From an optimization exercise on the open Yosys and OpenROAD flow, aimed at a short achievable clock period and few clock cycles; shortcuts taken in it are not production practice. In this exercise RTL edits were held to simulation tests only and were not proved equivalent to the original. No activity file was given, so power comes from the tool's default toggle rates.

## flow/config.mk

```make
export PLATFORM = sky130hd
export DESIGN_NAME = y86_pipe
export DESIGN_NICKNAME = y86_pipe
export VERILOG_FILES = /design/flow/design.v
export SDC_FILE = /design/flow/constraint.sdc
export NUM_CORES = 4
export LEC_CHECK = 0
export CAP_MARGIN = 20
export CORE_MARGIN = 2
export CORE_UTILIZATION = 30
export SLEW_MARGIN = 20
export SYNTH_HIERARCHICAL = 1
```

## flow/constraint.sdc

```tcl
create_clock -name core_clock -period 9.0 [get_ports {clk}]
set_input_delay 1.8000 -clock core_clock [delete_from_list [all_inputs] [get_ports {clk}]]
set_output_delay 1.8000 -clock core_clock [all_outputs]
set_load 0.01 [all_outputs]
```

## flow/design.v

```verilog
module pc_sel (
    input  wire        E_op,
    input  wire        new_zf,
    input  wire        u1,
    input  wire        u0,
    input  wire        ucc,
    input  wire [15:0] valC,
    input  wire [15:0] other,
    output wire [15:0] pc_next
);
  wire jsel = E_op ? (new_zf ? u1 : u0) : ucc;
  assign pc_next = jsel ? valC : other;
endmodule
module pc_inc (
    input  wire [63:0] pc,
    output wire [63:0] pc1,
    output wire [63:0] pc2,
    output wire [63:0] pc9,
    output wire [63:0] pc10
);
  assign pc1  = pc + 64'd1;
  assign pc2  = pc + 64'd2;
  assign pc9  = pc + 64'd9;
  assign pc10 = pc + 64'd10;
endmodule
module late_sel (
    input  wire        s_e,
    input  wire        s_en,
    input  wire [15:0] e,
    input  wire [15:0] en,
    input  wire [15:0] rest,
    output wire [15:0] out
);
  assign out = s_e ? e : s_en ? en : rest;
endmodule
module alu (
    input  wire [63:0] a,
    input  wire [63:0] b,
    input  wire        ci,
    input  wire        f_and,
    input  wire        f_xor,
    input  wire        ofen,       
    output wire [63:0] r,          
    output wire [63:0] rn,         
    output wire [63:0] sum,        
    output wire        zf,
    output wire        lt,         
    output wire        hi_zero     
);
  wire [64:0] s65 = {1'b0, a} + {1'b0, b} + {64'b0, ci};
  assign sum = s65[63:0];
  wire cout = s65[64];
  wire [63:0] axb = a ^ b;
  wire [63:0] aob = a | b;
  assign r  = f_and ? (a & b) : f_xor ? axb : sum;
  assign rn = ~r;
  wire z_add = &(~(axb ^ {aob[62:0], ci}));
  wire z_and = ~|(a & b);
  wire z_xor = ~|axb;
  assign zf = f_and ? z_and : f_xor ? z_xor : z_add;
  assign lt = ofen ? (a[63] ^ b[63] ^ cout) : r[63];
  wire [10:0] lo = {1'b0, a[9:0]} + {1'b0, b[9:0]} + {10'b0, ci};
  wire hz0 = &(~(axb[63:10] ^ {aob[62:10], 1'b0}));
  wire hz1 = &(~(axb[63:10] ^ {aob[62:10], 1'b1}));
  assign hi_zero = lo[10] ? hz1 : hz0;
endmodule
module y86_pipe (
    input  wire             clk,
    input  wire             rst,
    output wire [63:0] imem_addr,
    input  wire [79:0] imem_data,
    output wire [63:0] dmem_addr,
    output wire [63:0] dmem_wdata,
    output wire             dmem_wen,
    input  wire [63:0] dmem_rdata,
    output wire [2:0] stat
);
  function cond;
    input [3:0] fn;
    input zf, lt;
    begin
      case (fn)
        4'H0: cond = 1'b1;
        4'H1:  cond = lt | zf;
        4'H2:   cond = lt;
        4'H3:   cond = zf;
        4'H4:  cond = ~zf;
        4'H5:  cond = ~lt;
        4'H6:   cond = ~lt & ~zf;
        default: cond = 1'b0;
      endcase
    end
  endfunction
  reg  [63:0] pc;
  reg  [63:0] ras;
  reg  [63:0] rf [0:14];
  reg  [14:0] rfv;
  reg  [1:0]  cc;               
  reg  [3:0]  E_ifun;
  reg  [2:0]  E_stat;
  reg  [3:0]  E_dstE, E_dstM;
  reg  [63:0] E_aluA, E_aluB, E_valA, E_pred;
  reg  [63:0] E_alt;            
  reg         E_sub, E_and, E_xor, E_ofen, E_op, E_rr, E_popret, E_store, E_memop, E_ret;
  reg         E_jpred;          
  reg         E_ld;             
  reg  [63:0] M_addr, M_wdata, M_valE, M_pred;
  reg         M_wen, M_ret;
  reg  [3:0]  M_dstE, M_dstM;
  reg         R_mis;
  reg  [63:0] R_tgt;
  reg  [2:0]  M_stat;
  assign imem_addr  = pc;
  assign dmem_addr  = M_addr;
  assign dmem_wdata = M_wdata;
  assign dmem_wen   = M_wen;
  assign stat       = M_stat;
  wire stop_now = M_stat[2] | M_stat[1];    
  wire retmis = M_ret & (dmem_rdata != M_pred);
  always @(posedge clk) begin
    R_tgt <= dmem_rdata;
    if (rst) R_mis <= 1'b0;
    else R_mis <= retmis & ~R_mis;
  end
  wire drop_E = retmis | R_mis;
  integer k;
  always @(posedge clk) begin
    for (k = 0; k < 15; k = k + 1) begin
      if (M_dstM == k) rf[k] <= dmem_rdata;
      else if (M_dstE == k) rf[k] <= M_valE;
    end
  end
  always @(posedge clk) begin
    if (rst) rfv <= 15'b0;
    else begin
      for (k = 0; k < 15; k = k + 1)
        if (M_dstM == k || M_dstE == k) rfv[k] <= 1'b1;
    end
  end
  wire [63:0] e_valE, e_valEn, sum;
  wire        new_zf, new_lt, sum_hi_zero;
  alu alu (
      .a(E_aluA), .b(E_aluB), .ci(E_sub), .f_and(E_and), .f_xor(E_xor), .ofen(E_ofen),
      .r(e_valE), .rn(e_valEn), .sum(sum), .zf(new_zf), .lt(new_lt), .hi_zero(sum_hi_zero)
  );
  wire        adr_err = E_popret ? (|E_aluB[63:10]) : ~sum_hi_zero;
  wire        e_cnd = cond(E_ifun, cc[1], cc[0]);
  wire [3:0]  e_dstE = (E_rr & ~e_cnd) ? 4'HF : E_dstE;
  wire        e_exc_f = (E_stat == 4'H2) | (E_stat == 4'H3) | (E_stat == 4'H4);
  wire        e_exc = e_exc_f | (E_memop & adr_err);
  wire [2:0]  e_code = e_exc_f ? E_stat : 4'H2;
  always @(posedge clk) begin
    if (rst) cc <= 2'b10;
    else if (E_op & ~drop_E) cc <= {new_zf, new_lt};
  end
  wire misE = E_jpred & ~e_cnd & ~R_mis;
  always @(posedge clk) begin
    M_addr  <= E_popret ? E_aluB : sum;
    M_wdata <= E_valA;
    M_valE  <= e_valE;
    M_pred  <= E_pred;
    if (rst || drop_E) begin
      M_wen  <= 1'b0;
      M_ret  <= 1'b0;
      M_dstE <= 4'HF;
      M_dstM <= 4'HF;
    end else begin
      M_wen  <= E_store & ~adr_err & ~e_exc_f & ~stop_now;
      M_ret  <= E_ret;
      M_dstE <= e_dstE;
      M_dstM <= E_dstM;
    end
    if (rst) M_stat <= 3'd0;
    else if (stop_now) M_stat <= M_stat;
    else if (e_exc & ~drop_E) M_stat <= e_code;
    else M_stat <= 4'H1;
  end
  wire        imem_err = |pc[63:10];
  wire [3:0]  f_icode = imem_data[7:4];
  wire [3:0]  f_ifun  = imem_data[3:0];
  wire [3:0]  f_rA = imem_data[15:12];
  wire [3:0]  f_rB = imem_data[11:8];
  wire [2:0]  f_stat = imem_err ? 4'H2 : (f_icode > 4'hB) ? 4'H3 :
                       (f_icode == 4'H0) ? 4'H4 : 4'H1;
  wire f_rr   = f_icode == 4'H2;
  wire f_ir   = f_icode == 4'H3;
  wire f_rm   = f_icode == 4'H4;
  wire f_mr   = f_icode == 4'H5;
  wire f_op   = f_icode == 4'H6;
  wire f_j    = f_icode == 4'H7;
  wire f_call = f_icode == 4'H8;
  wire f_ret  = f_icode == 4'H9;
  wire f_push = f_icode == 4'HA;
  wire f_pop  = f_icode == 4'HB;
  wire f_sub  = f_op & (f_ifun == 4'H1);
  wire [3:0] f_srcA = (f_rr | f_rm | f_op | f_push) ? f_rA : (f_pop | f_ret) ? 4'H4 : 4'HF;
  wire [3:0] f_srcB = (f_op | f_rm | f_mr) ? f_rB : (f_push | f_pop | f_call | f_ret) ? 4'H4 : 4'HF;
  wire [3:0] f_dstE = (f_rr | f_ir | f_op) ? f_rB : (f_push | f_pop | f_call | f_ret) ? 4'H4 : 4'HF;
  wire [3:0] f_dstM = (f_mr | f_pop) ? f_rA : 4'HF;
  wire [63:0] valC_r = imem_data[79:16];    
  wire [63:0] valC_j = imem_data[71:8];     
  wire [63:0] pc1, pc2, pc9, pc10;
  pc_inc pc_inc (.pc(pc), .pc1(pc1), .pc2(pc2), .pc9(pc9), .pc10(pc10));
  wire [63:0] f_valP = (f_rr | f_op | f_push | f_pop) ? pc2 :
                       (f_ir | f_rm | f_mr) ? pc10 :
                       (f_j | f_call) ? pc9 : pc1;
  wire [63:0] rf_m [0:15];
  genvar g;
  generate
    for (g = 0; g < 15; g = g + 1) begin : rdm
      assign rf_m[g] = (M_dstM == g) ? dmem_rdata : (M_dstE == g) ? M_valE :
                       (rf[g] & {64{rfv[g]}});
    end
  endgenerate
  assign rf_m[15] = 64'b0;
  wire        hitEA  = (f_rA == e_dstE);
  wire        hitEB  = (f_rB == e_dstE);
  wire        hitESP = (e_dstE == 4'H4);
  wire [63:0] vA_m  = rf_m[f_rA];
  wire [63:0] vB_m  = rf_m[f_rB];
  wire [63:0] vSP_m = rf_m[4'H4];
  wire        f_useSP = f_push | f_pop | f_call | f_ret;
  wire        f_useRB = f_rm | f_mr | f_op;
  wire        f_useRA = f_rr | f_op;
  wire [63:0] restA = f_useRA ? (vA_m ^ {64{f_sub}}) :
                      (f_ir | f_rm | f_mr) ? valC_r :
                      (f_call | f_push) ? 64'hfffffffffffffff8 : (f_ret | f_pop) ? 64'd8 : 64'd0;
  wire        eA    = f_useRA & hitEA;
  wire [63:0] nextA, nextB, nextV;
  wire        sAe = eA & ~f_sub;
  wire        sAn = eA & f_sub;
  wire [63:0] restB = f_useSP ? vSP_m : f_useRB ? vB_m : 64'd0;
  wire        eB    = f_useSP ? hitESP : (f_useRB & hitEB);
  wire [63:0] restV = f_call ? f_valP : vA_m;
  wire        sV = ~f_call & hitEA;
  generate
    for (g = 0; g < 4; g = g + 1) begin : ls
      late_sel selA (.s_e(sAe), .s_en(sAn), .e(e_valE[16*g +: 16]), .en(e_valEn[16*g +: 16]),
                     .rest(restA[16*g +: 16]), .out(nextA[16*g +: 16]));
      late_sel selB (.s_e(eB), .s_en(1'b0), .e(e_valE[16*g +: 16]), .en(e_valEn[16*g +: 16]),
                     .rest(restB[16*g +: 16]), .out(nextB[16*g +: 16]));
      late_sel selV (.s_e(sV), .s_en(1'b0), .e(e_valE[16*g +: 16]), .en(e_valEn[16*g +: 16]),
                     .rest(restV[16*g +: 16]), .out(nextV[16*g +: 16]));
    end
  endgenerate
  wire hA = E_ld & (E_dstM == f_rA);
  wire hB = E_ld & (E_dstM == f_rB);
  wire hS = E_ld & (E_dstM == 4'H4);
  wire stall = (hA & (f_rr | f_rm | f_op | f_push)) | (hB & (f_op | f_rm | f_mr)) |
               (hS & (f_push | f_pop | f_call | f_ret));
  wire drop_F = R_mis | misE;
  wire        f_ltdep = (f_ifun == 4'H1) | (f_ifun == 4'H2) | (f_ifun == 4'H5) | (f_ifun == 4'H6);
  wire        f_pred  = f_j & E_op & f_ltdep;
  wire        go  = ~rst & ~drop_F;
  wire        ucc = go & (f_call | (f_j & cond(f_ifun, cc[1], cc[0])));
  wire        u0  = go & (f_call | (f_j & (f_ltdep | cond(f_ifun, 1'b0, 1'b0))));
  wire        u1  = go & (f_call | (f_j & (f_ltdep | cond(f_ifun, 1'b1, 1'b0))));
  wire [63:0] pc_oth = rst ? 64'b0 : R_mis ? R_tgt : misE ? E_alt :
                       f_ret ? ras : f_valP;
  wire [63:0] pc_next;
  generate
    for (g = 0; g < 4; g = g + 1) begin : ps
      pc_sel pc_sel (.E_op(E_op), .new_zf(new_zf), .u1(u1), .u0(u0), .ucc(ucc),
                     .valC(valC_j[16*g +: 16]), .other(pc_oth[16*g +: 16]),
                     .pc_next(pc_next[16*g +: 16]));
    end
  endgenerate
  always @(posedge clk) begin
    if (rst | drop_F | ~stall) pc <= pc_next;
    if (rst) ras <= 64'b0;
    else if (~drop_F & ~stall & f_call) ras <= f_valP;
  end
  always @(posedge clk) begin
    E_aluA <= nextA;
    E_aluB <= nextB;
    E_valA <= nextV;
    E_pred <= ras;
    E_alt  <= f_valP;
    E_ifun <= f_ifun;
    if (rst || drop_F || stall) begin
      E_stat   <= 3'd0;
      E_dstE   <= 4'HF;
      E_dstM   <= 4'HF;
      E_sub    <= 1'b0;
      E_and    <= 1'b0;
      E_xor    <= 1'b0;
      E_ofen   <= 1'b0;
      E_op     <= 1'b0;
      E_rr     <= 1'b0;
      E_popret <= 1'b0;
      E_store  <= 1'b0;
      E_memop  <= 1'b0;
      E_ret    <= 1'b0;
      E_jpred  <= 1'b0;
      E_ld     <= 1'b0;
    end else begin
      E_stat   <= f_stat;
      E_dstE   <= f_dstE;
      E_dstM   <= f_dstM;
      E_sub    <= f_sub;
      E_and    <= f_op & (f_ifun == 4'H2);
      E_xor    <= f_op & (f_ifun == 4'H3);
      E_ofen   <= f_op & ((f_ifun == 4'H0) | (f_ifun == 4'H1));
      E_op     <= f_op;
      E_rr     <= f_rr;
      E_popret <= f_pop | f_ret;
      E_store  <= f_rm | f_push | f_call;
      E_memop  <= f_rm | f_mr | f_push | f_pop | f_call | f_ret;
      E_ret    <= f_ret;
      E_jpred  <= f_pred;
      E_ld     <= f_mr | f_pop;
    end
  end
endmodule
```

## flow/flow/run.sh

```bash
#!/bin/bash
set -euo pipefail
bash standard.sh \
  "BUFFER_PORTS_ARGS=-buffer_cell sky130_fd_sc_hd__buf_4" \
  "MATCH_CELL_FOOTPRINT=0" \
  "SETUP_SLACK_MARGIN=6" \
  finish > flow_make.log 2>&1
```

## flow/standard.sh

```bash
#!/bin/bash
# synth_recipe.tcl (not shown) runs the flow's synth.tcl, then flattens the netlist and writes it again
# the make line also repeats each setting of config.mk as NAME=value (left out here)
make -C /OpenROAD-flow-scripts/flow DESIGN_CONFIG=/design/flow/config.mk WORK_HOME=/design/flow/orfs CLKGATE_MAP_FILE= SYNTH_SCRIPT=/design/flow/synth_recipe.tcl "${@:-finish}"
```

==> out/metrics.cfg, run 1 <==
[yosys]
syn_avg_cell_area_sq_um=7.81
synth_area_leaders=edfxtp_1 (25%), dfxtp_1 (12%), nand2_1 (11%)
yosysTopAreaCell=edfxtp_1
synth_ff_type=edfxtp_1
ys_seq_elements=1786
synth_area_sq_um=123000
yosysWarnings=8
yosysUniqueCellTypes=124
synth-edff-count=1024
synth_most_common_cell=nand2_1
yosys-top-cells-count=nand2_1 (3,618), clkbuf_1 (1,301), nor2_1 (1,066), edfxtp_1 (1,024), o21ai_0 (879)
yosysTopAreaCellShare_pct=24.9
syn_inst=15800
async_reset_ff_share_pct=0
seq_area_frac_synth_pct=37.3

[status]
haltStage=global routing
outcome=did not finish
firstError=[ERROR GRT-0232] Routing congestion too high. Check the congestion heatmap in the GUI.

[clock_tree]
cts.sinks=1786
numCtsBuffers=209
cts_hold_buf=0
clock_path_buffers=4
htreeDepth=4
cts-root-buf=clkbuf_16

[floorplan]
rows=235
die_h_um=646
pin_count=342
initial_utilization_pct=30.1
die_w_um=646

[place]
dpl_cell_area_sq_um=131000
dp_hpwl_um=505000
place_congestion=1.07
io_buffers=341

[grt]
grt_max_degree=101
grt_usage_pct=46.7
grt.overflow.total=6

worst max-delay path by stage:
stage / end / cells past startpoint
3_3_place_gp: E_valA[35] / 10
2_1_floorplan: pc[10] / 9
3_5_place_dp: E_aluB[15] / 10
4_1_cts: E_aluA[52] / 15
per-layer routing:
metal,GRT usage [%],GRT overflow
met5,26.5,6
met4,45.5,0
met3,36.5,0
met2,56.9,0
met1,46.7,0
cells by family after synthesis:
| kind of cell | count (synthesis) | synth area share (%) |
|---|---|---|
| compound gates | 3749 | 19.2 |
| xor+xnor | 494 | 3.50 |
| fa+ha+maj | 131 | 1.34 |
| buf+inv | 2067 | 6.95 |
| flops | 1786 | 37.3 |
| mux | 876 | 7.68 |
| other cells | 1 | 0.00304 |
| simple gates | 6700 | 24.1 |
modules after synthesis (local to each module, per instance):
module	cell area (sq um)	cells
late_sel	345	53
y86_pipe	105000	13100
pc_inc	4890	763
alu	8810	1273
pc_sel	275	19
stage by stage:
stage / setup slack (ps) / cells / hold slack [ps]
3_3_place_gp: 2540 / 20200 / 310
3_5_place_dp: 2730 / 20200 / 312
4_1_cts: 5050 / 21700 / 320
2_1_floorplan: 4940 / 15800 / 310
power groups by stage:
stage                     sequential (mW)  combinational [mW]  clock, mW
after CTS                            11.4                12.8       9.17
after detailed placement             11.6                9.86          0
after global placement               11.6                9.78          0
after floorplan                      10.8                5.88          0
what timing repair did:
item	in CTS
setup buffers	967
setup endpoints to repair	1822
cloned	159
pin swaps	460
resized for setup	2515
Testbench counts, summed over its fixed seeds: cycles 190,999.
==> run 2, diff against run 1 <==
--- a/flow/design.v
+++ b/flow/design.v
@@ -1,7 +1,5 @@
 module pc_sel (
-    input  wire        E_op,
     input  wire        new_zf,
-    input  wire        u1,
-    input  wire        u0,
-    input  wire        ucc,
+    input  wire        v1,
+    input  wire        v0,
     input  wire [15:0] valC,
@@ -10,5 +8,24 @@
 );
-  wire jsel = E_op ? (new_zf ? u1 : u0) : ucc;
+  wire jsel = new_zf ? v1 : v0;
   assign pc_next = jsel ? valC : other;
 endmodule
+module pc_other (
+    input  wire        ovr,
+    input  wire [63:0] ovr_pc,
+    input  wire        s_ret,
+    input  wire        s1,
+    input  wire        s2,
+    input  wire        s9,
+    input  wire        s10,
+    input  wire [63:0] ras,
+    input  wire [63:0] pc1,
+    input  wire [63:0] pc2,
+    input  wire [63:0] pc9,
+    input  wire [63:0] pc10,
+    output wire [63:0] other
+);
+  wire [63:0] seq = ({64{s_ret}} & ras) | ({64{s1}} & pc1) | ({64{s2}} & pc2) |
+                    ({64{s9}} & pc9) | ({64{s10}} & pc10);
+  assign other = ovr ? ovr_pc : seq;
+endmodule
 module pc_inc (
@@ -96,3 +113,2 @@
   reg  [63:0] rf [0:14];
-  reg  [14:0] rfv;
   reg  [1:0]  cc;               
@@ -128,3 +144,4 @@
     for (k = 0; k < 15; k = k + 1) begin
-      if (M_dstM == k) rf[k] <= dmem_rdata;
+      if (rst) rf[k] <= 64'b0;
+      else if (M_dstM == k) rf[k] <= dmem_rdata;
       else if (M_dstE == k) rf[k] <= M_valE;
@@ -132,9 +149,2 @@
   end
-  always @(posedge clk) begin
-    if (rst) rfv <= 15'b0;
-    else begin
-      for (k = 0; k < 15; k = k + 1)
-        if (M_dstM == k || M_dstE == k) rfv[k] <= 1'b1;
-    end
-  end
   wire [63:0] e_valE, e_valEn, sum;
@@ -210,4 +220,3 @@
     for (g = 0; g < 15; g = g + 1) begin : rdm
-      assign rf_m[g] = (M_dstM == g) ? dmem_rdata : (M_dstE == g) ? M_valE :
-                       (rf[g] & {64{rfv[g]}});
+      assign rf_m[g] = rf[g];
     end
@@ -218,5 +227,5 @@
   wire        hitESP = (e_dstE == 4'H4);
-  wire [63:0] vA_m  = rf_m[f_rA];
-  wire [63:0] vB_m  = rf_m[f_rB];
-  wire [63:0] vSP_m = rf_m[4'H4];
+  wire [63:0] vA_m  = (f_rA == M_dstM) ? dmem_rdata : (f_rA == M_dstE) ? M_valE : rf_m[f_rA];
+  wire [63:0] vB_m  = (f_rB == M_dstM) ? dmem_rdata : (f_rB == M_dstE) ? M_valE : rf_m[f_rB];
+  wire [63:0] vSP_m = (M_dstM == 4'H4) ? dmem_rdata : (M_dstE == 4'H4) ? M_valE : rf_m[4'H4];
   wire        f_useSP = f_push | f_pop | f_call | f_ret;
@@ -257,4 +266,14 @@
   wire        u1  = go & (f_call | (f_j & (f_ltdep | cond(f_ifun, 1'b1, 1'b0))));
-  wire [63:0] pc_oth = rst ? 64'b0 : R_mis ? R_tgt : misE ? E_alt :
-                       f_ret ? ras : f_valP;
+  wire        v0  = E_op ? u0 : ucc;
+  wire        v1  = E_op ? u1 : ucc;
+  wire        ovr = rst | R_mis | misE;
+  wire [63:0] ovr_pc = rst ? 64'b0 : R_mis ? R_tgt : E_alt;
+  wire        s2  = f_rr | f_op | f_push | f_pop;
+  wire        s10 = f_ir | f_rm | f_mr;
+  wire        s9  = f_j | f_call;
+  wire        s1  = ~(s2 | s10 | s9 | f_ret);
+  wire [63:0] pc_oth;
+  pc_other pc_other (.ovr(ovr), .ovr_pc(ovr_pc), .s_ret(f_ret), .s1(s1), .s2(s2), .s9(s9),
+                     .s10(s10), .ras(ras), .pc1(pc1), .pc2(pc2), .pc9(pc9), .pc10(pc10),
+                     .other(pc_oth));
   wire [63:0] pc_next;
@@ -262,3 +281,3 @@
     for (g = 0; g < 4; g = g + 1) begin : ps
-      pc_sel pc_sel (.E_op(E_op), .new_zf(new_zf), .u1(u1), .u0(u0), .ucc(ucc),
+      pc_sel pc_sel (.new_zf(new_zf), .v1(v1), .v0(v0),
                      .valC(valC_j[16*g +: 16]), .other(pc_oth[16*g +: 16]),
==> flow/flow/run.sh (replaced) <==
#!/bin/bash
# The standard layout (the standard.sh: standard synthesis, ORFS from
# floorplan to finish) with these changes to how it is made:
#  - the port buffers are buf_4 instead of the delay cell buffer_ports picks
#    by default (every port still gets its own buffer);
#  - the resizer may swap a cell for one of another footprint;
#  - timing repair aims for 6.5 ns of setup slack at the design's 9 ns clock;
set -euo pipefail
bash standard.sh \
  "BUFFER_PORTS_ARGS=-buffer_cell sky130_fd_sc_hd__buf_4" \
  "MATCH_CELL_FOOTPRINT=0" \
  "SETUP_SLACK_MARGIN=6.5" \
  "MAX_REPAIR_ANTENNAS_ITER_GRT=10" \
  "MAX_REPAIR_ANTENNAS_ITER_DRT=20" \
  finish > flow_make.log 2>&1
--- a/flow/config.mk
+++ b/flow/config.mk
@@ -10,2 +10,3 @@
 export CORE_UTILIZATION = 30
+export PLACE_DENSITY = 0.4
 export SLEW_MARGIN = 20
==> out/metrics.cfg, run 2 <==
[yosys]
synth_adder_area_share_pct=1.57
synth_area_sq_um=105000
seq_area_frac_synth_pct=34.4
synth_most_common_cell=dfxtp_1
ys_seq_elements=1771
synthSimpleGateAreaFrac_pct=14.6
syn_inst=12100
synth_area_leaders=dfxtp_1 (33%), mux2i_1 (12%), a211oi_1 (7.0%)
synth_compound_area_share_pct=24.0
synth_xor_area_share_pct=4.25
synth_ff_type=dfxtp_1
yosys-top-cells-count=dfxtp_1 (1,707), nor2_1 (1,424), mux2i_1 (1,265), a211oi_1 (973), clkbuf_1 (907)
syn_avg_cell_area_sq_um=8.67
yosysUniqueCellTypes=121
yosysTopAreaCellShare_pct=32.5
async_reset_ff_share_pct=0
synthMuxAreaShare_pct=14.2
synth-edff-count=64
yosysWarnings=8
yosysTopAreaCell=dfxtp_1
synth_top_family_by_area=compound AO/OA/AOI/OAI gates

[grt]
grt.overflow.total=0
first_global_vias=111000
grt_first_pass_wirelength_um=1090000
antenna_found_initial=138
grt_usage_pct=45.2
grt_max_degree=129

[clock_tree]
clk_pin_slew_ps=60
numCtsBuffers=217
cts_tree=done
htreeDepth=4
cts.sinks=1771
insertion_delay_ps=1010
cts-root-buf=clkbuf_16
clock_path_buffers=4

[routing]
num_vias=125000
drt-vias-per-instance=6.98
first_pass_iters=14
post_drt_wl_per_cell_um=48.3
antenna_left=0
wl_um=865000
first_iter_violations=24600
drc=0

[layout]
layout.area.seq_sq_um=36400
top_register=rf
most-common-layout-cells=dfxtp_1 (1,508), nor2_1 (1,356), mux2i_1 (1,220), a211oi_1 (968), buf_4 (835)
multi_input_area_sq_um=73300
final_common_cell=dfxtp_1
drive_gt1_share_pct=32.6
syn2layout_area_growth_pct=44.2
fillers=33100
fin_nets=13300
instances_no_fill=17900
largest_reg_flops=960

[timing]
min_period_over_period_pct=43.5
finalClockSkew_ps=76.1
hold_violations=0
setup_viol=0
setup-tns-final_ps=0
maxSlewViolCount=0
tightest_slew_ps=1360
setup_ws_ps=5080
max_freq_mhz=255
relSlewSlack_pct=9.63
rsz0062_at_grt=yes
fin_crit_ps=3920
whs_ps=287

[floorplan]
die_w_um=596
fp.coreArea_sq_um=349000
pin_count=342
rows=217
die_area_sq_um=355000
die_h_um=596
initial_utilization_pct=30.1

[place]
dp_hpwl_um=422000
place_congestion=0.977
post-place-ws_ps=3110
io_buffers=341
dp.cells=15800

[critical_path]
criticalPathCategory=reg -> reg
worst_setup_path_start_kind=flip-flop
cp_data_required_time_ps=9770
cp_max_fo=5
r2r_start=E_aluA[0]
crit_arrival_ps=4690
end_kind=flip-flop
r2r_end=E_aluA[60]
r2r_cells=14
r2r_slack_ps=5080

[job]
drv_cap=0

[status]
outcome=no timing/DRC/antenna violations

[pwr]
irDropWorstVdd_v=0.000172
p_leak_nw=54.7
power_density_nw_per_um2=234

[worst_hold_path]
holdCritPathClass=reg -> reg
worstHoldEndpoint=M_wdata[10]
worstHoldStart=E_valA[10]
hold_depth=0

-- run 2: cell count changes after synthesis, sizes merged, moves of 648 or more --
cell / change
a211oi: +698
o21ai: -648
edfxtp: -960
dfxtp: +945
mux2i: +792
nand2: -3091
-- run 2: worst max-delay path by stage --
stage / startpoint / slack, ps / depth (start not counted) / to
after floorplan: imem_data[8] / 5150 / 9 / pc[0]
after global placement: imem_data[14] / 2990 / 10 / E_aluA[15]
after detailed placement: E_aluB[45] / 3110 / 12 / pc[31]
after CTS: E_aluA[13] / 5180 / 15 / pc[4]
after global routing: E_aluA[0] / 5070 / 14 / E_aluA[60]
final: E_aluA[0] / 5080 / 14 / E_aluA[60]
-- run 2: repair_timing --
| item | 4_1_cts | 5_1_grt |
|---|---|---|
| pin swaps | 652 | 573 |
| endpoints found under the setup margin | 1748 | 1313 |
| hold buffers | 0 | 0 |
| setup buffers | 924 | 329 |
| cloned | 225 | 29 |
| resized for setup | 2486 | 744 |
-- run 2: cell type report --
type	instances	share of cell area [%]
repair buffers	2061	17.9
repair inverters	3	0.0339
multi-input cells	8732	48.4
flip-flops and latches	1771	24.0
well taps	4599	3.80
clock buffers	313	4.31
clock inverters	89	0.767
inverters	191	0.509
diodes	141	0.233
-- run 2: metal layers --
| metal | up-vias | wire (um) | part of all wire (%) | track usage [%] |
|---|---|---|---|---|
| li1 | 47200 | - | - | - |
| met4 | 42 | 101000 | 12 | 41.9 |
| met2 | 12300 | 340000 | 39 | 63.0 |
| met3 | 4085 | 122000 | 14 | 19.1 |
| met5 | - | 505 | 0.058 | 1.15 |
| met1 | 61300 | 301000 | 35 | 51.9 |
-- run 2: cell families after synthesis --
logic type                 after synthesis
muxes                                 1445
DFF                                   1771
adders and majority gates              131
and+or+nand+nor                       3233
buffers and inverters                 1647
other                                    1
xor gates and xnor gates               510
AOI/OAI and AO/OA                     3384
-- run 2: Yosys stat by module, one instance, submodules excluded --
module | area [sq um] | times used | cells inside
alu | 8810 | 1 | 1273
late_sel | 345 | 12 | 53
pc_inc | 4890 | 1 | 763
pc_other | 2260 | 1 | 305
pc_sel | 251 | 4 | 18
y86_pipe | 83900 | 1 | 9073
-- run 2: metrics by stage --
step / area, sq um / power [mW] / utilization [%]
floorplan: 108000 / 15.8 / -
global placement: 111000 / 20.4 / 31.9
detailed placement: 111000 / 20.4 / 31.9
CTS: 144000 / 33.5 / 41.2
global route: 151000 / 35.8 / 43.3
finish: 151000 / 35.4 / 43.4
-- run 2: power by group --
| group | total, mW | switching (mW) | internal (mW) |
|---|---|---|---|
| clock | 9.87 | 4.15 | 5.72 |
| combinational | 14.6 | 8.29 | 6.27 |
| sequential | 10.9 | 1.95 | 8.99 |
| total | 35.4 | 14.4 | 21.0 |
-- run 2: worst max-delay path: stages, from the launching register on --
cell	delay, ps
dfxtp_4	370
fa_2	230
inv_2	50
fa_2	360
nand2b_4	160
a21o_4	250
a2111o_1	440
a21bo_4	290
a211oi_4	360
o211ai_4	150
and2_4	220
o211ai_1	290
o211ai_1	230
mux2i_1	200
o21ai_1	80
Testbench counts of run 2, summed over its fixed seeds: cycles 190,999.
==> run 3, diff against run 2 <==
--- a/flow/config.mk
+++ b/flow/config.mk
@@ -9,4 +9,4 @@
 export CORE_MARGIN = 2
-export CORE_UTILIZATION = 30
-export PLACE_DENSITY = 0.4
+export CORE_UTILIZATION = 22
+export PLACE_DENSITY = 0.35
 export SLEW_MARGIN = 20
==> out/metrics.cfg, run 3 <==
[place]
dp_hpwl_um=450000
place_congestion=0.946
dpl_cell_area_sq_um=114000
post-place-ws_ps=3330
io_buffers=341

[pwr]
power_density_nw_per_um2=228
irDropWorstVdd_v=0.000165
p_total_mw=36.0
p_leak_nw=56.8

[timing]
relSlewSlack_pct=12.4
finalClockSkew_ps=103
setup_ws_ps=5210
setup_viol=0
rsz0062_at_grt=yes
tightest_slew_ps=1310
hold_violations=0
setup-tns-final_ps=0
min_period_over_period_pct=42.1
max_freq_mhz=264
fin_crit_ps=3790
maxSlewViolCount=0

[clock_tree]
numCtsBuffers=222
clk_pin_slew_ps=60
cts-root-buf=clkbuf_16
clock_path_buffers=4
htreeDepth=4
cts_tree=done
insertion_delay_ps=1030
cts.sinks=1771

[critical_path]
crit_end=E_aluA[61]
cpMaxStageDelayCell=a311o_2
path_depth=17
critical_path.max_stage_delay_ps=480
crit_arrival_ps=4640
criticalPathCategory=reg -> reg
r2r_slack_ps=5210
r2r_end=E_aluA[61]
cp_max_fo=4
cp_top_family=compound AO/OA/AOI/OAI gates
r2r_start=E_aluB[12]
cp_data_required_time_ps=9850
path_buf_inv=5
startpoint=E_aluB[12]
worst_setup_path_start_kind=flip-flop
r2r_cells=17
end_kind=flip-flop
crit_top_cell=buf_4
crit_chain=inv_2 > ha_4 > nand4_1 > nor4b_4 > buf_4 > nand4_1 > buf_4 > a311o_2 > a31oi_1 > o31ai_2 > buf_4 > a31oi_4 > xor2_1 > buf_4 > mux2_4 > nand2_2 > o21ai_1

[floorplan]
fp.coreArea_sq_um=475000
pin_count=342
die_area_sq_um=483000
initial_utilization_pct=22.1
rows=253
die_h_um=695
die_w_um=695

[grt]
met1_usage_pct=41.1
gr-usage-met3_pct=13.8
globalRouteMet2Util_pct=50.0
grt_usage_pct=35.5
grt-busiest-layer=met2
antenna_found_initial=138
grt_first_pass_wirelength_um=1150000
grt.overflow.total=0
grt_max_degree=129
first_global_vias=113000

[layout]
final_common_cell=dfxtp_1
fin_nets=13500
drive_gt1_share_pct=34.2
syn2layout_area_growth_pct=50.1
utilization_pct=33.2
largest_reg_flops=960
fin_area_sq_um=158000
fillers=48200
most-common-layout-cells=dfxtp_1 (1,495), nor2_1 (1,343), mux2i_1 (1,226), a211oi_1 (968), buf_4 (928)
top_register=rf

[routing]
wl_um=933000
drt-vias-per-instance=6.35
num_vias=127000
first_pass_iters=13
antenna_left=0
drc=0
first_iter_violations=21800
post_drt_wl_per_cell_um=46.8

[yosys]
synth-edff-count=64
synth_most_common_cell=dfxtp_1
seq_area_frac_synth_pct=34.4
yosys-top-cells-count=dfxtp_1 (1,707), nor2_1 (1,424), mux2i_1 (1,265), a211oi_1 (973), clkbuf_1 (907)
yosysTopAreaCell=dfxtp_1
yosysTopAreaCellShare_pct=32.5
synth_ff_type=dfxtp_1
yosysUniqueCellTypes=121
syn_avg_cell_area_sq_um=8.67
syn_inst=12100
ys_seq_elements=1771
synth_area_leaders=dfxtp_1 (33%), mux2i_1 (12%), a211oi_1 (7.0%)
synth_area_sq_um=105000
async_reset_ff_share_pct=0
yosysWarnings=8

[status]
outcome=no timing/DRC/antenna violations

[job]
drv_cap=0

[worst_hold_path]
holdCritPathClass=reg -> reg

run 3: logic make-up (layout without fill, tap and decap cells):
logic type,after synthesis,count (layout),share of synthesized area [%]
AO/OA/AOI/OAI,3384,3386,24.0
multiplexers,1445,1445,14.2
XOR/XNOR,510,510,4.25
flip-flops,1771,1771,34.4
adder cells (fa/ha/maj),131,131,1.57
buffers and inverters,1647,2870,7.01
AND/OR/NAND/NOR,3233,3258,14.6
other,1,166,0.00357
run 3: how the worst min path moves through the flow:
stage	from	endpoint	slack, ps	cells past startpoint
4_1_cts	E_pred[63]	M_pred[63]	290	0
5_1_grt	E_pred[63]	M_pred[63]	300	0
6_report	E_pred[63]	M_pred[63]	280	0
3_3_place_gp	E_pred[13]	M_pred[13]	310	0
3_5_place_dp	E_pred[46]	M_pred[46]	310	0
2_1_floorplan	E_pred[0]	M_pred[0]	310	0
run 3: layer usage:
layer | share of wire (%) | wire length (um) | vias up
met5 | 0.15 | 1380 | -
met4 | 12 | 108000 | 61
met3 | 13 | 119000 | 3834
met2 | 40 | 369000 | 11600
met1 | 36 | 336000 | 63400
li1 | - | - | 47700
run 3: area by class of cell:
type	count	area, sq um	area share [%]
tap	6375	7980	5.06
sequential	1771	36500	23.1
inverter	191	790	0.501
clock buffer	316	6400	4.06
clock inverter	90	1320	0.837
timing repair buffer	2270	29800	18.9
timing repair inverter	3	33.8	0.0214
antenna	158	395	0.251
multi-input combinational	8738	74400	47.2
run 3: modules after synthesis (local to each module, per instance):
module,copies in the design,flip-flops and latches,cells
pc_inc,1,0,763
late_sel,12,0,53
alu,1,0,1273
pc_other,1,0,305
y86_pipe,1,1771,9073
pc_sel,4,0,18
run 3: where the power goes:
part | internal [mW] | switching (mW) | leakage [nW]
clock | 5.75 | 4.24 | 3.81
combinational | 6.53 | 8.49 | 38.2
sequential | 9.01 | 1.99 | 14.7
run 3: repair_timing:
action,in CTS,in global routing
resized for setup,2741,815
pin swaps,709,587
setup buffers,1070,370
gates cloned,248,34
hold buffers,0,0
setup endpoints to repair,1719,1201
run 3: through the flow:
step / instances / hold WS, ps
floorplan: 12100 / 310
global placement: 17600 / 312
detailed placement: 17600 / 312
CTS: 19300 / 286
global route: 19800 / 301
finish: 19900 / 284
==> run 4, diff against run 3 <==
--- a/flow/design.v
+++ b/flow/design.v
@@ -66,5 +66,18 @@
 );
-  wire [64:0] s65 = {1'b0, a} + {1'b0, b} + {64'b0, ci};
-  assign sum = s65[63:0];
-  wire cout = s65[64];
+  wire [15:0] s0 [0:3];
+  wire [15:0] s1 [0:3];
+  wire [3:0]  bg, bp;
+  genvar i;
+  generate
+    for (i = 0; i < 4; i = i + 1) begin : blk
+      add16cs add (.a(a[16*i +: 16]), .b(b[16*i +: 16]), .s0(s0[i]), .s1(s1[i]),
+                   .g(bg[i]), .p(bp[i]));
+    end
+  endgenerate
+  wire c16  = bg[0] | (bp[0] & ci);
+  wire c32  = bg[1] | (bp[1] & bg[0]) | (bp[1] & bp[0] & ci);
+  wire c48  = bg[2] | (bp[2] & bg[1]) | (bp[2] & bp[1] & bg[0]) | (bp[2] & bp[1] & bp[0] & ci);
+  wire cout = bg[3] | (bp[3] & bg[2]) | (bp[3] & bp[2] & bg[1]) | (bp[3] & bp[2] & bp[1] & bg[0]) |
+              (bp[3] & bp[2] & bp[1] & bp[0] & ci);
+  assign sum = {c48 ? s1[3] : s0[3], c32 ? s1[2] : s0[2], c16 ? s1[1] : s0[1], ci ? s1[0] : s0[0]};
   wire [63:0] axb = a ^ b;
@@ -83,2 +96,16 @@
 endmodule
+module add16cs (
+    input  wire [15:0] a,
+    input  wire [15:0] b,
+    output wire [15:0] s0,
+    output wire [15:0] s1,
+    output wire        g,
+    output wire        p
+);
+  wire [16:0] t0 = {1'b0, a} + {1'b0, b};
+  assign s0 = t0[15:0];
+  assign s1 = a + b + 16'd1;
+  assign g  = t0[16];
+  assign p  = &(a ^ b);
+endmodule
 module y86_pipe (
--- a/flow/config.mk
+++ b/flow/config.mk
@@ -9,4 +9,4 @@
 export CORE_MARGIN = 2
-export CORE_UTILIZATION = 22
-export PLACE_DENSITY = 0.35
+export CORE_UTILIZATION = 30
+export PLACE_DENSITY = 0.4
 export SLEW_MARGIN = 20
==> out/metrics.cfg, run 4 <==
[status]
outcome=no timing/DRC/antenna violations

[pwr]
clkPwrFrac_pct=25.4
p_leak_nw=53.8
power_density_nw_per_um2=247
p_seq_share_pct=31.0
switching_power_mw=15.8
combPwrFrac_pct=43.6
p_total_mw=36.9
intPower_mw=21.1
swShare_pct=42.8
irDropWorstVdd_v=0.000202

[place]
post-place-ws_ps=3260
dp.cells=16100
dpl_cell_area_sq_um=113000
dp_hpwl_um=434000
place_congestion=0.993
io_buffers=341

[floorplan]
rows=219
die_area_sq_um=361000
fp.coreArea_sq_um=355000
die_w_um=601
pin_count=342
initial_utilization_pct=30.1
die_h_um=601

[yosys]
synth_most_common_cell=dfxtp_1
ys_seq_elements=1771
syn_inst=12200
synth_ff_type=dfxtp_1
synth_area_leaders=dfxtp_1 (32%), mux2i_1 (12%), a211oi_1 (6.8%)
seq_area_frac_synth_pct=33.7
synth_compound_area_share_pct=23.8
yosysWarnings=9
synth_top_family_by_area=compound AO/OA/AOI/OAI gates
syn_avg_cell_area_sq_um=8.75
async_reset_ff_share_pct=0
yosys-top-cells-count=dfxtp_1 (1,707), nor2_1 (1,399), mux2i_1 (1,281), a211oi_1 (970), clkbuf_1 (898)
yosysTopAreaCell=dfxtp_1
yosysUniqueCellTypes=106
synth-edff-count=64
synthMuxAreaShare_pct=14.6
synth_adder_area_share_pct=2.52
synth_area_sq_um=107000
yosysTopAreaCellShare_pct=31.9
synth_xor_area_share_pct=4.19
synthSimpleGateAreaFrac_pct=14.1

[layout]
instances_no_fill=17900
top_register=rf
fin_area_sq_um=149000
fin_nets=13200
syn2layout_area_growth_pct=39.5
largest_reg_flops=960
final_common_cell=dfxtp_1
utilization_pct=42.0
drive_gt1_share_pct=30.6
most-common-layout-cells=dfxtp_1 (1,452), nor2_1 (1,342), mux2i_1 (1,241), a211oi_1 (964), buf_4 (767)

[timing]
rsz0062_at_grt=yes
relSlewSlack_pct=3.93
setup-tns-final_ps=0
setup_ws_ps=5050
whs_ps=323
finalClockSkew_ps=61.1
setup_viol=0
min_period_over_period_pct=43.9
maxSlewViolCount=0
hold_violations=0
max_freq_mhz=253
fin_crit_ps=3950
tightest_slew_ps=1440

[critical_path]
cpMaxStageDelayCell=dfxtp_4
criticalPathCategory=reg -> reg
critical_path.max_stage_delay_ps=500
path_depth=12
cp_data_required_time_ps=9690
end_kind=flip-flop
path_buf_inv=4
crit_chain=inv_1 > ha_1 > nor4_2 > nand4_1 > nor4_4 > nand4_1 > o311ai_4 > buf_12 > mux2i_4 > buf_12 > buf_16 > mux2_4
r2r_cells=12
cp_max_fo=8
cp_top_family=simple AND/OR/NAND/NOR gates
crit_arrival_ps=4640
worst_setup_path_start_kind=flip-flop

[routing]
post_drt_wl_per_cell_um=47.8
wl_um=858000
drt-vias-per-instance=6.92
first_pass_iters=14
drc=0
num_vias=124000
antenna_left=0
first_iter_violations=24300

[worst_hold_path]
hold_depth=0
holdCritPathClass=reg -> reg

[clock_tree]
insertion_delay_ps=990
cts-root-buf=clkbuf_16
cts.sinks=1771
clk_pin_slew_ps=60
cts_tree=done
clock_path_buffers=4
htreeDepth=4
cts_hold_buf=0
numCtsBuffers=214

[grt]
antenna_found_initial=91
grt_max_degree=129
grt_usage_pct=44.5
grt_first_pass_wirelength_um=1090000
grt.overflow.total=0
first_global_vias=111000

[job]
drv_cap=0

-- run 4: cell types whose count changed after synthesis, sizes merged, moves of 19 or more --
cell   previous run  this run
xor2            220       243
ha              129       201
o221a             5        27
o21ai           395       414
nor2           1430      1405
nand2           528       508
xnor2           290       269
mux2            176       223
a21oi           358       387
-- run 4: per-module statistics from Yosys (local to each module, per instance) --
module / cell area [sq um] / cells
pc_sel: 251 / 18
add16cs: 1190 / 158
pc_other: 2260 / 305
y86_pipe: 83900 / 9073
alu: 5940 / 744
late_sel: 345 / 53
pc_inc: 4890 / 763
-- run 4: logic make-up after synthesis --
family / after synthesis
compound gates: 3401
xor+xnor: 512
fa+ha+maj: 210
buf+inv: 1660
flops: 1771
mux: 1508
other cells: 1
simple gates: 3162
-- run 4: worst register-to-register path, stage by stage (launching register included) --
cell and delay [ps]:
dfxtp_4 500, inv_1 110, ha_1 360, nor4_2 260
nand4_1 320, nor4_4 360, nand4_1 340, o311ai_4 220
buf_12 230, mux2i_4 270, buf_12 160, buf_16 170
mux2_4 360
-- run 4: path summary, 6_finish.rpt --
check,from,endpoint,slack [ps]
worst max register to register,E_aluB[40],pc[51],5050
worst min-delay path,E_pred[26],M_pred[26],320
worst min register to register,E_pred[26],M_pred[26],320
worst max-delay path,E_aluB[40],pc[51],5050
-- run 4: routing by layer --
| layer | track usage [%] | part of all wire [%] | vias up |
|---|---|---|---|
| li1 | - | - | 47200 |
| met1 | 51.8 | 36 | 61500 |
| met2 | 60.3 | 39 | 11600 |
| met3 | 20.3 | 14 | 3871 |
| met4 | 40.8 | 11 | 46 |
| met5 | 0.291 | 0.12 | - |
-- run 4: cell type report --
class	instances	area [sq um]
repair inverters	7	106
flip-flops and latches	1771	36600
fillers	34300	206000
clock inverters	88	1010
multi-input cells	8830	74200
diodes	168	420
repair buffers	1818	23900
clock buffers	301	6180
inverters	208	862
well taps	4751	5940
-- run 4: repair_timing --
action | in CTS | in global routing
cloned | 204 | 15
resized for setup | 2386 | 761
setup endpoints to repair | 1750 | 1145
setup buffers | 745 | 329
pin swaps | 312 | 359
-- run 4: power by group through the flow --
| stage | registers [mW] | clock network, mW | logic, mW |
|---|---|---|---|
| floorplan | 9.62 | 0 | 7.04 |
| global placement | 11.4 | 0 | 10.8 |
| detailed placement | 11.4 | 0 | 10.8 |
| CTS | 11.2 | 9.31 | 14.2 |
| global route | 11.4 | 9.61 | 16.3 |
| finish | 11.4 | 9.37 | 16.1 |
Testbench counts of run 4, summed over its fixed seeds: cycles 190,999.
==> run 5, diff against run 4 <==
--- a/flow/config.mk
+++ b/flow/config.mk
@@ -9,4 +9,4 @@
 export CORE_MARGIN = 2
-export CORE_UTILIZATION = 30
-export PLACE_DENSITY = 0.4
+export CORE_UTILIZATION = 22
+export PLACE_DENSITY = 0.35
 export SLEW_MARGIN = 20
==> out/metrics.cfg, run 5 <==
[routing]
post_drt_wl_per_cell_um=45.1
drt-vias-per-instance=6.13
drc=0
wl_um=890000
antenna_left=0
first_iter_violations=20700
first_pass_iters=13
num_vias=121000

[layout]
syn2layout_area_growth_pct=44.5
top_register=rf
fin_nets=13400
final_common_cell=dfxtp_1
instances_no_fill=19700
largest_reg_flops=960
most-common-layout-cells=dfxtp_1 (1,437), nor2_1 (1,305), mux2i_1 (1,239), a211oi_1 (967), buf_4 (787)
fillers=49900
drive_gt1_share_pct=32.6

[critical_path]
end_kind=flip-flop
startpoint=E_aluB[9]
crit_arrival_ps=4530
r2r_start=E_aluB[9]
worst_setup_path_start_kind=flip-flop
cp_data_required_time_ps=9720
r2r_slack_ps=5190
criticalPathCategory=reg -> reg
r2r_end=pc[0]
cp_max_fo=8
crit_end=pc[0]
r2r_cells=13

[pwr]
power_density_nw_per_um2=239
swShare_pct=41.4
combPwrFrac_pct=42.7
intPower_mw=21.6
irDropWorstVdd_v=0.000204
clkPwrFrac_pct=26.7
p_seq_share_pct=30.6
p_leak_nw=55.3
switching_power_mw=15.3

[yosys]
yosys-top-cells-count=dfxtp_1 (1,707), nor2_1 (1,399), mux2i_1 (1,281), a211oi_1 (970), clkbuf_1 (898)
syn_inst=12200
yosysWarnings=9
synth_area_sq_um=107000
ys_seq_elements=1771
synth-edff-count=64
yosysTopAreaCell=dfxtp_1
synth_ff_type=dfxtp_1
syn_avg_cell_area_sq_um=8.75
async_reset_ff_share_pct=0
synth_most_common_cell=dfxtp_1
seq_area_frac_synth_pct=33.7
yosysTopAreaCellShare_pct=31.9
synth_area_leaders=dfxtp_1 (32%), mux2i_1 (12%), a211oi_1 (6.8%)
yosysUniqueCellTypes=106

[grt]
globalRouteMet2Util_pct=47.8
met1_usage_pct=40.1
grt-busiest-layer=met2
grt_first_pass_wirelength_um=1110000
gr-usage-met3_pct=9.56
grt_usage_pct=33.3
grt.overflow.total=0
grt_max_degree=129
first_global_vias=109000
antenna_found_initial=125

[place]
dp.cells=17800
io_buffers=341
place_congestion=0.948
dp_hpwl_um=456000

[floorplan]
die_w_um=701
rows=256
fp.coreArea_sq_um=485000
die_area_sq_um=492000
die_h_um=701
pin_count=342
initial_utilization_pct=22.0

[clock_tree]
cts-root-buf=clkbuf_16
insertion_delay_ps=1010
clock_path_buffers=4
numCtsBuffers=221
cts_tree=done
clk_pin_slew_ps=60
cts.sinks=1771
htreeDepth=4

[timing]
maxSlewViolCount=0
finalClockSkew_ps=47.9
rsz0062_at_grt=yes
hold_violations=0
min_period_over_period_pct=42.3
max_freq_mhz=263
tightest_slew_ps=1260
relSlewSlack_pct=16.0
setup-tns-final_ps=0
fin_crit_ps=3810
setup_viol=0

[worst_hold_path]
holdCritPathClass=reg -> reg

[status]
outcome=no timing/DRC/antenna violations

[job]
drv_cap=0

==> run 5: modules after synthesis, one instance, submodules excluded <==
module / cells inside / area, sq um / flops+latches
y86_pipe: 9073 / 83900 / 1771
add16cs: 158 / 1190 / 0
pc_other: 305 / 2260 / 0
late_sel: 53 / 345 / 0
pc_inc: 763 / 4890 / 0
alu: 744 / 5940 / 0
pc_sel: 18 / 251 / 0
==> run 5: worst max-delay path: stages, from the launching register on <==
cell and delay, ps:
dfxtp_4 440, inv_2 70, ha_4 270, nor4_4 280, nand4_1 330, nor4_4 380, nand4_1 330, o311ai_4 180
buf_12 190, buf_8 130, mux2i_4 250, buf_12 160, buf_16 170, mux2_4 340
==> run 5: power by group through the flow <==
| stage | clock network [mW] | registers [mW] | logic, mW |
|---|---|---|---|
| floorplan | 0 | 9.62 | 7.04 |
| global placement | 0 | 11.4 | 10.5 |
| detailed placement | 0 | 11.4 | 10.4 |
| CTS | 9.91 | 11.2 | 14.0 |
| global route | 10.2 | 11.3 | 16.2 |
| finish | 9.86 | 11.3 | 15.7 |
==> run 5: stage by stage <==
stage / instance area, sq um / hold WS (ps) / setup slack [ps] / power [mW] / util (%)
after global routing: 154000 / 323 / 5280 / 37.6 / 31.8
after floorplan: 110000 / 310 / 5150 / 16.7 / -
after CTS: 146000 / 323 / 5320 / 35.1 / 30.1
after global placement: 115000 / 310 / 3270 / 21.9 / 23.8
after detailed placement: 115000 / 312 / 3230 / 21.8 / 23.8
final: 155000 / 323 / 5190 / 36.9 / 31.8
==> run 5: cells by family (layout without fill, tap and decap cells) <==
family	count (synthesis)	count (layout)	share of synthesized area (%)
buffers and inverters	1660	2575	7.07
adder cells (fa/ha/maj)	210	210	2.52
AO/OA/AOI/OAI	3401	3407	23.8
other	1	104	0.00351
AND/OR/NAND/NOR	3162	3193	14.1
multiplexers	1508	1508	14.6
flip-flops	1771	1771	33.7
XOR/XNOR	512	512	4.19
==> run 5: layout make-up <==
| class | instances | area [sq um] | share of cell area [%] |
|---|---|---|---|
| multi-input cells | 8838 | 75100 | 48.6 |
| flip-flops and latches | 1771 | 36700 | 23.7 |
| repair inverters | 2 | 22.5 | 0.0146 |
| diodes | 96 | 240 | 0.155 |
| clock inverters | 92 | 1220 | 0.790 |
| well taps | 6450 | 8070 | 5.22 |
| clock buffers | 312 | 6400 | 4.14 |
| inverters | 208 | 860 | 0.556 |
| repair buffers | 1961 | 25900 | 16.8 |
==> run 5: how the worst min path moves through the flow <==
stage                     startpoint    endpoint  slack (ps)  depth (start not counted)
final                      E_pred[4]   M_pred[4]         320                          0
after detailed placement  E_pred[38]  M_pred[38]         310                          0
after floorplan            E_pred[0]   M_pred[0]         310                          0
after global routing       E_pred[4]   M_pred[4]         320                          0
after CTS                  E_pred[4]   M_pred[4]         320                          0
after global placement    E_pred[19]  M_pred[19]         310                          0
==> run 5: per-layer routing <==
metal	up-vias	part of all wire, %
met5	-	0.037
met2	9688	41
li1	47500	-
met4	50	11
met1	60600	37
met3	3208	11
==> run 5: repair_timing <==
item | 4_1_cts | 5_1_grt
hold endpoints to repair | 0 | 0
buffers inserted | 826 | 339
setup endpoints to repair | 1690 | 1351
resized for setup | 2472 | 920
gates cloned | 214 | 53
hold buffers | 0 | 0
pin swaps | 443 | 478
==> run 6, diff against run 5 <==
--- a/flow/design.v
+++ b/flow/design.v
@@ -1,5 +1,9 @@
 module pc_sel (
+    input  wire [3:0]  icode,
+    input  wire [3:0]  ifun,
+    input  wire        go,
+    input  wire        E_op,
+    input  wire        cc_zf,
+    input  wire        cc_lt,
     input  wire        new_zf,
-    input  wire        v1,
-    input  wire        v0,
     input  wire [15:0] valC,
@@ -8,2 +12,26 @@
 );
+  function cond;
+    input [3:0] fn;
+    input zf, lt;
+    begin
+      case (fn)
+        4'H0: cond = 1'b1;
+        4'H1:  cond = lt | zf;
+        4'H2:   cond = lt;
+        4'H3:   cond = zf;
+        4'H4:  cond = ~zf;
+        4'H5:  cond = ~lt;
+        4'H6:   cond = ~lt & ~zf;
+        default: cond = 1'b0;
+      endcase
+    end
+  endfunction
+  wire j     = icode == 4'H7;
+  wire call  = icode == 4'H8;
+  wire ltdep = (ifun == 4'H1) | (ifun == 4'H2) | (ifun == 4'H5) | (ifun == 4'H6);
+  wire ucc = go & (call | (j & cond(ifun, cc_zf, cc_lt)));
+  wire u0  = go & (call | (j & (ltdep | cond(ifun, 1'b0, 1'b0))));
+  wire u1  = go & (call | (j & (ltdep | cond(ifun, 1'b1, 1'b0))));
+  wire v0  = E_op ? u0 : ucc;
+  wire v1  = E_op ? u1 : ucc;
   wire jsel = new_zf ? v1 : v0;
@@ -13,17 +41,18 @@
     input  wire        ovr,
-    input  wire [63:0] ovr_pc,
-    input  wire        s_ret,
-    input  wire        s1,
-    input  wire        s2,
-    input  wire        s9,
-    input  wire        s10,
-    input  wire [63:0] ras,
-    input  wire [63:0] pc1,
-    input  wire [63:0] pc2,
-    input  wire [63:0] pc9,
-    input  wire [63:0] pc10,
-    output wire [63:0] other
+    input  wire [15:0] ovr_pc,
+    input  wire [3:0]  icode,
+    input  wire [15:0] ras,
+    input  wire [15:0] pc1,
+    input  wire [15:0] pc2,
+    input  wire [15:0] pc9,
+    input  wire [15:0] pc10,
+    output wire [15:0] other
 );
-  wire [63:0] seq = ({64{s_ret}} & ras) | ({64{s1}} & pc1) | ({64{s2}} & pc2) |
-                    ({64{s9}} & pc9) | ({64{s10}} & pc10);
+  wire s_ret = icode == 4'H9;
+  wire s2    = (icode == 4'H2) | (icode == 4'H6) | (icode == 4'HA) | (icode == 4'HB);
+  wire s10   = (icode == 4'H3) | (icode == 4'H4) | (icode == 4'H5);
+  wire s9    = (icode == 4'H7) | (icode == 4'H8);
+  wire s1    = ~(s2 | s10 | s9 | s_ret);
+  wire [15:0] seq = ({16{s_ret}} & ras) | ({16{s1}} & pc1) | ({16{s2}} & pc2) |
+                    ({16{s9}} & pc9) | ({16{s10}} & pc10);
   assign other = ovr ? ovr_pc : seq;
@@ -290,17 +319,5 @@
   wire        go  = ~rst & ~drop_F;
-  wire        ucc = go & (f_call | (f_j & cond(f_ifun, cc[1], cc[0])));
-  wire        u0  = go & (f_call | (f_j & (f_ltdep | cond(f_ifun, 1'b0, 1'b0))));
-  wire        u1  = go & (f_call | (f_j & (f_ltdep | cond(f_ifun, 1'b1, 1'b0))));
-  wire        v0  = E_op ? u0 : ucc;
-  wire        v1  = E_op ? u1 : ucc;
   wire        ovr = rst | R_mis | misE;
   wire [63:0] ovr_pc = rst ? 64'b0 : R_mis ? R_tgt : E_alt;
-  wire        s2  = f_rr | f_op | f_push | f_pop;
-  wire        s10 = f_ir | f_rm | f_mr;
-  wire        s9  = f_j | f_call;
-  wire        s1  = ~(s2 | s10 | s9 | f_ret);
   wire [63:0] pc_oth;
-  pc_other pc_other (.ovr(ovr), .ovr_pc(ovr_pc), .s_ret(f_ret), .s1(s1), .s2(s2), .s9(s9),
-                     .s10(s10), .ras(ras), .pc1(pc1), .pc2(pc2), .pc9(pc9), .pc10(pc10),
-                     .other(pc_oth));
   wire [63:0] pc_next;
@@ -308,3 +325,8 @@
     for (g = 0; g < 4; g = g + 1) begin : ps
-      pc_sel pc_sel (.new_zf(new_zf), .v1(v1), .v0(v0),
+      pc_other pc_other (.ovr(ovr), .ovr_pc(ovr_pc[16*g +: 16]), .icode(f_icode),
+                         .ras(ras[16*g +: 16]), .pc1(pc1[16*g +: 16]), .pc2(pc2[16*g +: 16]),
+                         .pc9(pc9[16*g +: 16]), .pc10(pc10[16*g +: 16]),
+                         .other(pc_oth[16*g +: 16]));
+      pc_sel pc_sel (.icode(f_icode), .ifun(f_ifun), .go(go), .E_op(E_op), .cc_zf(cc[1]),
+                     .cc_lt(cc[0]), .new_zf(new_zf),
                      .valC(valC_j[16*g +: 16]), .other(pc_oth[16*g +: 16]),
==> out/metrics.cfg, run 6 <==
[timing]
hold_violations=0
max_freq_mhz=235
fin_crit_ps=4250
maxSlewViolCount=0
rsz0062_at_grt=yes
relSlewSlack_pct=22.4
finalClockSkew_ps=107
tightest_slew_ps=1160
min_period_over_period_pct=47.2
setup-tns-final_ps=0
setup_viol=0

[clock_tree]
clock_path_buffers=4
cts_tree=done
clk_pin_slew_ps=60
cts.sinks=1771
numCtsBuffers=222
htreeDepth=4
insertion_delay_ps=1030
cts-root-buf=clkbuf_16

[floorplan]
die_w_um=711
initial_utilization_pct=22.1
pin_count=342
fp.coreArea_sq_um=498000
rows=259
die_h_um=711
die_area_sq_um=505000

[pwr]
clkPwrFrac_pct=25.8
intPower_mw=22.1
power_density_nw_per_um2=240
switching_power_mw=15.9
irDropWorstVdd_v=0.000204
swShare_pct=41.8
p_seq_share_pct=29.2
p_total_mw=38.0
p_leak_nw=57.9
combPwrFrac_pct=45.0

[routing]
drt-vias-per-instance=6.02
num_vias=124000
drc=0
first_pass_iters=9
post_drt_wl_per_cell_um=42.9
antenna_left=0
first_iter_violations=21100
wl_um=885000

[grt]
grt_usage_pct=32.9
grt_max_degree=141
grt_first_pass_wirelength_um=1130000
antenna_found_initial=134
grt.overflow.total=0
first_global_vias=113000

[yosys]
ys_seq_elements=1771
synth_most_common_cell=dfxtp_1
yosysTopAreaCellShare_pct=31.1
yosysUniqueCellTypes=107
seq_area_frac_synth_pct=32.8
async_reset_ff_share_pct=0
yosys-top-cells-count=dfxtp_1 (1,707), nor2_1 (1,660), mux2i_1 (1,382), a211oi_1 (1,037), clkbuf_1 (974)
syn_inst=12800
synth_area_sq_um=110000
yosysWarnings=10
yosysTopAreaCell=dfxtp_1
syn_avg_cell_area_sq_um=8.59
synth-edff-count=64
synth_ff_type=dfxtp_1
synth_area_leaders=dfxtp_1 (31%), mux2i_1 (13%), a211oi_1 (7.1%)

[layout]
instances_no_fill=20600
top_register=rf
drive_gt1_share_pct=33.5
multi_input_area_sq_um=77400
utilization_pct=31.8
final_common_cell=nor2_1
largest_reg_flops=960
fin_area_sq_um=158000
fin_nets=14100
most-common-layout-cells=nor2_1 (1,540), dfxtp_1 (1,457), mux2i_1 (1,303), a211oi_1 (989), buf_4 (953)
syn2layout_area_growth_pct=43.8
layout.area.seq_sq_um=36600
fillers=51400

[status]
outcome=no timing/DRC/antenna violations

[worst_hold_path]
worstHoldStart=E_pred[8]
worstHoldEndpoint=M_pred[8]
holdCritPathClass=reg -> reg
hold_depth=0

[job]
drv_cap=0

[critical_path]
r2r_end=pc[61]
r2r_slack_ps=4750
cp_max_fo=8
r2r_cells=14
crit_arrival_ps=4970
cp_data_required_time_ps=9720
criticalPathCategory=reg -> reg
worst_setup_path_start_kind=flip-flop
end_kind=flip-flop
r2r_start=E_aluA[0]

[place]
dp.cells=18600
io_buffers=341
dp_hpwl_um=473000
dpl_cell_area_sq_um=119000
place_congestion=0.944

## run 6: area by class of cell
| type | instances | area share, % |
|---|---|---|
| inverters | 324 | 0.966 |
| clock inverters | 85 | 0.683 |
| repair buffers | 2104 | 16.8 |
| well taps | 6655 | 5.27 |
| multi-input cells | 9273 | 49.0 |
| flip-flops and latches | 1771 | 23.1 |
| diodes | 112 | 0.177 |
| clock buffers | 316 | 4.07 |
## run 6: power by group through the flow
| stage | sequential, mW | clock [mW] | combinational (mW) |
|---|---|---|---|
| global route | 11.1 | 10.1 | 17.5 |
| global placement | 11.2 | 0 | 11.7 |
| finish | 11.1 | 9.80 | 17.1 |
| floorplan | 9.67 | 0 | 7.60 |
| detailed placement | 11.1 | 0 | 11.7 |
| CTS | 11.0 | 9.83 | 15.7 |
## run 6: cells by family after synthesis
kind of cell | synth area share, %
flip-flops | 32.8
other | 0.00341
buffers and inverters | 7.07
adder cells (fa/ha/maj) | 2.45
XOR/XNOR | 4.09
AND/OR/NAND/NOR | 14.0
multiplexers | 17.4
AO/OA/AOI/OAI | 22.1
## run 6: per-module statistics from Yosys (local to each module, per instance)
module	area, sq um	cells	flops+latches	times used
add16cs	1190	158	0	4
alu	5940	744	0	1
late_sel	345	53	0	12
pc_inc	4890	763	0	1
pc_other	1390	191	0	4
pc_sel	365	34	0	4
y86_pipe	83200	9125	1771	1
## run 6: critical path, stage by stage, from the launching register on
cell       delay, ps
dfxtp_4          390
ha_4             200
nor4b_4          540
nand4_1          370
nor4_2           380
nand4_1          200
o311ai_4         160
buf_12           200
nand2_2           60
a311o_1          400
nor4b_4          290
o21ai_4           90
buf_12           160
clkbuf_16        180
mux2_4           290
## run 6: metrics by stage
| stage | setup slack [ps] | hold slack (ps) |
|---|---|---|
| after floorplan | 5230 | 310 |
| after global routing | 4730 | 308 |
| after CTS | 4830 | 293 |
| final | 4750 | 289 |
| after detailed placement | 2980 | 312 |
| after global placement | 3020 | 310 |
## run 6: worst max path at each step
stage             startpoint          to  slack [ps]  depth (start not counted)
6_report           E_aluA[0]      pc[61]        4750                         14
5_1_grt           E_aluA[14]      pc[12]        4730                         16
4_1_cts           E_aluB[48]      pc[56]        4830                         15
3_5_place_dp   imem_data[14]  E_aluA[53]        2980                         11
3_3_place_gp   imem_data[14]  E_aluA[53]        3020                         11
2_1_floorplan            rst      pc[29]        5230                         10
## run 6: what timing repair did
item                        CTS  global route
hold buffers                  0             0
gates cloned                185            14
buffers inserted           1009           293
gates resized for setup    2975           659
pin swaps                   450           365
setup endpoints to repair  1716          1267
## run 6: per-layer routing
layer | wire, um | track usage, % | vias to the layer above
li1 | - | - | 49200
met1 | 344000 | 41.5 | 62100
met2 | 347000 | 45.8 | 10100
met3 | 113000 | 11.8 | 2942
met4 | 80900 | 23.8 | 40
met5 | 405 | 0 | -
Testbench counts of run 6, summed over its fixed seeds: cycles 190,999.

port drivers added, routing unchanged:
How much do the figures lean on ideal ports? The routed layouts below were timed once more, with nothing changed but the port constraints.
Step 1 sets driving cells, clkbuf_16 on the clock port and buf_2 on the other inputs (assumed; they add their load-dependent delay and slew).
Step 2 moves the port delays by t, midway between the first and last clock arrival at a register: inputs arrive t later, outputs are due t later. That takes back most of the time a late clock gives input paths.
Three values: no drivers, after step 1, after step 2; two values: the first two.
| run | shift t [ns] | slack for setup (ns) | hold WS [ns] |
|---|---|---|---|
| run 2 | 1.082 | 5.084 / 5.081 / 4.038 | 0.287 / 0.287 / 0.287 |
| run 3 | 1.108 | 5.207 / 5.170 / 4.077 | 0.284 / 0.284 / 0.284 |
| run 4 | 1.083 | 5.051 / 5.051 / 4.057 | 0.323 / 0.323 / 0.323 |
| run 5 | 1.109 | 5.194 / 5.172 / 4.064 | 0.323 / 0.323 / 0.323 |
| run 6 | 1.111 | 4.751 / 4.751 / 3.919 | 0.289 / 0.289 / 0.289 |
After both steps every run listed still meets setup and hold.
